This design comes from an exercise in tuning for small area, a short achievable clock period and few clock cycles on the open sky130 flow, not from production work.
Only simulation tests tie the RTL to the original design; equivalence was not proved.
Power figures rest on the tool's default switching activity, not on a simulated workload.

== v7 ==
Design FFT16_RTL, start of the top module:
module FFT16_RTL (
    input             clk,
    input             reset,
    input             load_en,
    input      [31:0] serial_data_in,
    output reg [31:0] serial_data_out,
    output reg        data_out_valid,
    output reg        fft_done,
    output reg        fft_core_en
);
Size in the first run: roughly 5300 cells after synthesis, ~870 flip-flops, ~56000 sq um of cells after synthesis.
Settings: LEC_CHECK=0, CAP_MARGIN=10, CORE_MARGIN=2, CORE_UTILIZATION=55, CTS_BUF_LIST=sky130_fd_sc_hd__clkbuf_8, CTS_CLUSTER_DIAMETER=40, CTS_CLUSTER_SIZE=16, SETUP_SLACK_MARGIN=5, SLEW_MARGIN=10; clock period 10.0 ns.
standard.sh (not shown) runs the stock make flow with config.mk's settings and CLKGATE_MAP_FILE= SYNTH_SCRIPT=/design/flow/synth_recipe.tcl, a recipe that flattens the netlist after the stock synthesis.
==> flow/flow/run.sh <==
#!/bin/bash
set -euo pipefail
bash standard.sh SETUP_SLACK_MARGIN=6.1 finish > standard.log 2>&1
Testbench counts of v7, summed over its fixed seeds: cycles 18,440.
For v47, these inputs were changed with respect to v7:
Settings: PLACE_DENSITY newly set to 0.72; CTS_CLUSTER_DIAMETER changed from 40 to 50; SLEW_MARGIN changed from 10 to 30; CTS_CLUSTER_SIZE changed from 16 to 20; CAP_MARGIN changed from 10 to 20; CORE_UTILIZATION changed from 55 to 60.
Results
- Comparing first-pass GRT wire length for v47 and v7, the bigger number came from v7.
- Slowest cell on the critical path = fa_1: v7; slowest cell on the critical path = clkdlybuf4s50_1: v47
- In the flow results for v47 and v7, the met3 track demand over resource in global routing is smaller on v7.
- The higher total power came out of v7.
- v47 ended up with a higher routed length on met3 than v7 did.
- v47 vs. v7: peak supply drop went down by 0.047 mV.
Setup changes, v47 to v9
Settings: PLACE_DENSITY removed (was 0.72).
==> flow/flow/run.sh <==
#!/bin/bash
set -euo pipefail
bash standard.sh SETUP_SLACK_MARGIN=6.2 finish > standard.log 2>&1
Notes after the runs:
v9 vs. v47: average routed wire per standard cell now larger, clock-pin transition on the worst setup and hold timing paths comparable, ratio of final minimum period to clock period now smaller.
On post-detailed-routing wire length, the higher figure sits with v9, not v47.
When v9 is measured against v47, its signal arrival time at the worst endpoint turns out 0.09 ns lower.
Re non-clock buffer count: v9 is about 34% up on v47.
Between v9 and v47, it is v9 whose part of the power in combinational logic is higher, by 0.2 points.
### v9 -> v27
Settings: swapping 20 for 16 in CTS_CLUSTER_SIZE; swapping 50 for 40 in CTS_CLUSTER_DIAMETER.
==> flow/flow/run.sh <==
#!/bin/bash
set -euo pipefail
bash standard.sh SETUP_SLACK_MARGIN=6.1 finish > standard.log 2>&1
Findings:
Between v9 and v27, the wire length of the first global-routing pass does not differ in any meaningful way. Xor/xnor cell area share of the yosys netlist of v9 is on par with v27. Per the comparison of v27 with v9, via count shrank by 303; post-DP HPWL level. Compared with v9, in v27 flip-flop and latch share of the layout cell area higher, portion of the clock cycle consumed by the worst path in the final layout higher, design area lower, placed instance area roughly the same. The switching power share of the total in v27 sits 2.3 points below the value recorded for v9.

---

FFT16_RTL, a different RTL version from the one above (not shown whole).
Size: about 870 flip-flops, ~58000 sq um of cells after synthesis.
export LEC_CHECK = 0
export CAP_MARGIN = 20
export CORE_MARGIN = 2
export CORE_UTILIZATION = 60
export CTS_BUF_LIST = sky130_fd_sc_hd__clkbuf_8
export CTS_CLUSTER_DIAMETER = 50
export CTS_CLUSTER_SIZE = 20
export SETUP_SLACK_MARGIN = 5
export SLEW_MARGIN = 30
create_clock -name core_clock -period 10.0 [get_ports {clk}]
==> flow/flow/run.sh <==
#!/bin/bash
set -euo pipefail
bash standard.sh SETUP_SLACK_MARGIN=6.5 finish > standard.log 2>&1
The first run finished with timing, DRC and antenna clean.
Testbench counts at the start, summed over its fixed seeds: cycles 18,440.
Edit:
- CORE_UTILIZATION: 60 -> 70
Result: Via count rises by a few percent. Wire length rises by a few percent. Worst hold slack barely changes. Die area falls by about a fifth.
Edit:
==> flow/flow/run.sh (replaced) <==
#!/bin/bash
set -euo pipefail
bash standard.sh SETUP_SLACK_MARGIN=7.0 finish > standard.log 2>&1
- CORE_UTILIZATION: 70 -> 60
- The new run ran to the end with no violations
- worst setup slack gains 0.27 ns
- utilization drops by 7.0 points
- power climbs by 4.5%
- via count drops by 3.1%
- global-route usage drops by 5.3 points
- die area climbs by 16%
- register-to-register slack gains 0.27 ns
- sequential power hardly moves
- design area climbs by 7.0%
- cell count climbs by 4.9%
Edit:
==> flow/flow/run.sh (replaced) <==
#!/bin/bash
set -euo pipefail
bash standard.sh SETUP_SLACK_MARGIN=6.1 finish > standard.log 2>&1
- The new run finished with timing, DRC and antenna clean
- sequential share of layout area is higher by 3.3 points
- total power is lower by about 3.4%
- clock power is higher by about 2%

---

RTL: one of the versions met above, not the one the previous note started from.
Size in the first run: about 870 flip-flops, about 70 I/O pins.
Settings: LEC_CHECK=0, CAP_MARGIN=10, CORE_MARGIN=2, CORE_UTILIZATION=60, CTS_BUF_LIST=sky130_fd_sc_hd__clkbuf_8, CTS_CLUSTER_DIAMETER=50, CTS_CLUSTER_SIZE=20, SETUP_SLACK_MARGIN=5, SLEW_MARGIN=10; clock period 10.0 ns.
==> flow/flow/run.sh <==
#!/bin/bash
set -euo pipefail
bash standard.sh SETUP_SLACK_MARGIN=6.1 finish > standard.log 2>&1
The baseline produced a clean layout.
Testbench counts at the start, summed over its fixed seeds: cycles 18,440.
Next try:
Settings changed: CAP_MARGIN 10 to 20, SLEW_MARGIN 10 to 30.
Effect:
- power falls by 1.7%
- global-route usage stays flat
- setup slack gets better by 6.1 ps
- design area barely changes
- via count fell by 1.3%
- synthesized area stays the same
Next try:
Settings changed: CAP_MARGIN 20 to 10, GPL_ROUTABILITY_DRIVEN from default to 0, SLEW_MARGIN 30 to 10.
Effect:
- total power rose by about 2%
- maximum frequency stays flat
- sequential cell count does not change
- clock skew hardly moves
- first-iteration DRC count rose by about 11%
- global-route usage hardly moves
- die area is unchanged
Next try:
==> flow/flow/run.sh (replaced) <==
#!/bin/bash
set -euo pipefail
bash standard.sh SETUP_SLACK_MARGIN=6.0 finish > standard.log 2>&1
Settings changed: CAP_MARGIN 10 to 20, GPL_ROUTABILITY_DRIVEN 0 to default, SLEW_MARGIN 10 to 30.
What happened: The new run completed without violations. Combinational power is about the same. First-iteration DRC count came out lower by a little under a tenth. Sequential share of layout area goes up by 0.62 points. Worst setup slack is worse by 76 ps. Hold slack gains 4.2 ps. Routed wire length went down slightly. Power went down slightly. Fmax is lower slightly. Final area came out lower slightly. Flip-flop and latch count stays the same. Core utilization falls by 1.2 points.

==> separate check: timing with driven ports <==
The flow's constraints put no driver on any port. The routed layouts listed below were extracted and timed again, unchanged, in two steps. Step 1, drivers: a clkbuf_16 drives clk and a buf_2 each remaining input, both assumed. Step 2, shift: input delay + t, output delay - t, t = (earliest + latest rising clock arrival at the registers) / 2. This alone moves slack from input paths to output paths. a / b / c = no drivers / after step 1 / after step 2; a / b = the first two.
| run | shift t [ns] | setup slack, ns | latest minus earliest clock arrival (ns) | worst slew at a driven data input, ns |
|---|---|---|---|---|
| v7 | 0.900 | 6.094 / 6.094 / 5.303 | 0.051 / 0.050 | 0.04 |
| v47 | 0.815 | 6.129 / 6.151 / 5.352 | 0.063 / 0.062 | 0.04 |
| v9 | 0.829 | 6.176 / 6.176 / 5.400 | 0.050 / 0.051 | 0.04 |
| v27 | 0.879 | 6.131 / 6.131 / 5.302 | 0.051 / 0.051 | 0.04 |
| the first run of note 2 | 0.857 | 6.192 / 6.192 / 5.656 | 0.065 / 0.065 | 0.10 |
| the second run of note 2 | 0.851 | 5.940 / 5.940 / 5.663 | 0.047 / 0.047 | 0.14 |
| the third run of note 2 | 0.843 | 6.208 / 6.208 / 5.718 | 0.053 / 0.053 | 0.17 |
| the fourth run of note 2 | 0.876 | 6.139 / 6.139 / 5.326 | 0.040 / 0.040 | 0.09 |
| the first run of note 3 | 0.838 | 6.125 / 6.148 / 5.331 | 0.070 / 0.070 | 0.04 |
| the second run of note 3 | 0.838 | 6.131 / 6.138 / 5.340 | 0.066 / 0.065 | 0.04 |
| the third run of note 3 | 0.830 | 6.126 / 6.141 / 5.335 | 0.063 / 0.063 | 0.03 |
| the fourth run of note 3 | 0.830 | 6.050 / 6.065 / 5.275 | 0.068 / 0.068 | 0.04 |
After both steps every run listed still meets setup and hold. For v27, which loses most, drivers alone change the setup slack by 0.000 ns; drivers and shift together by -0.829 ns.
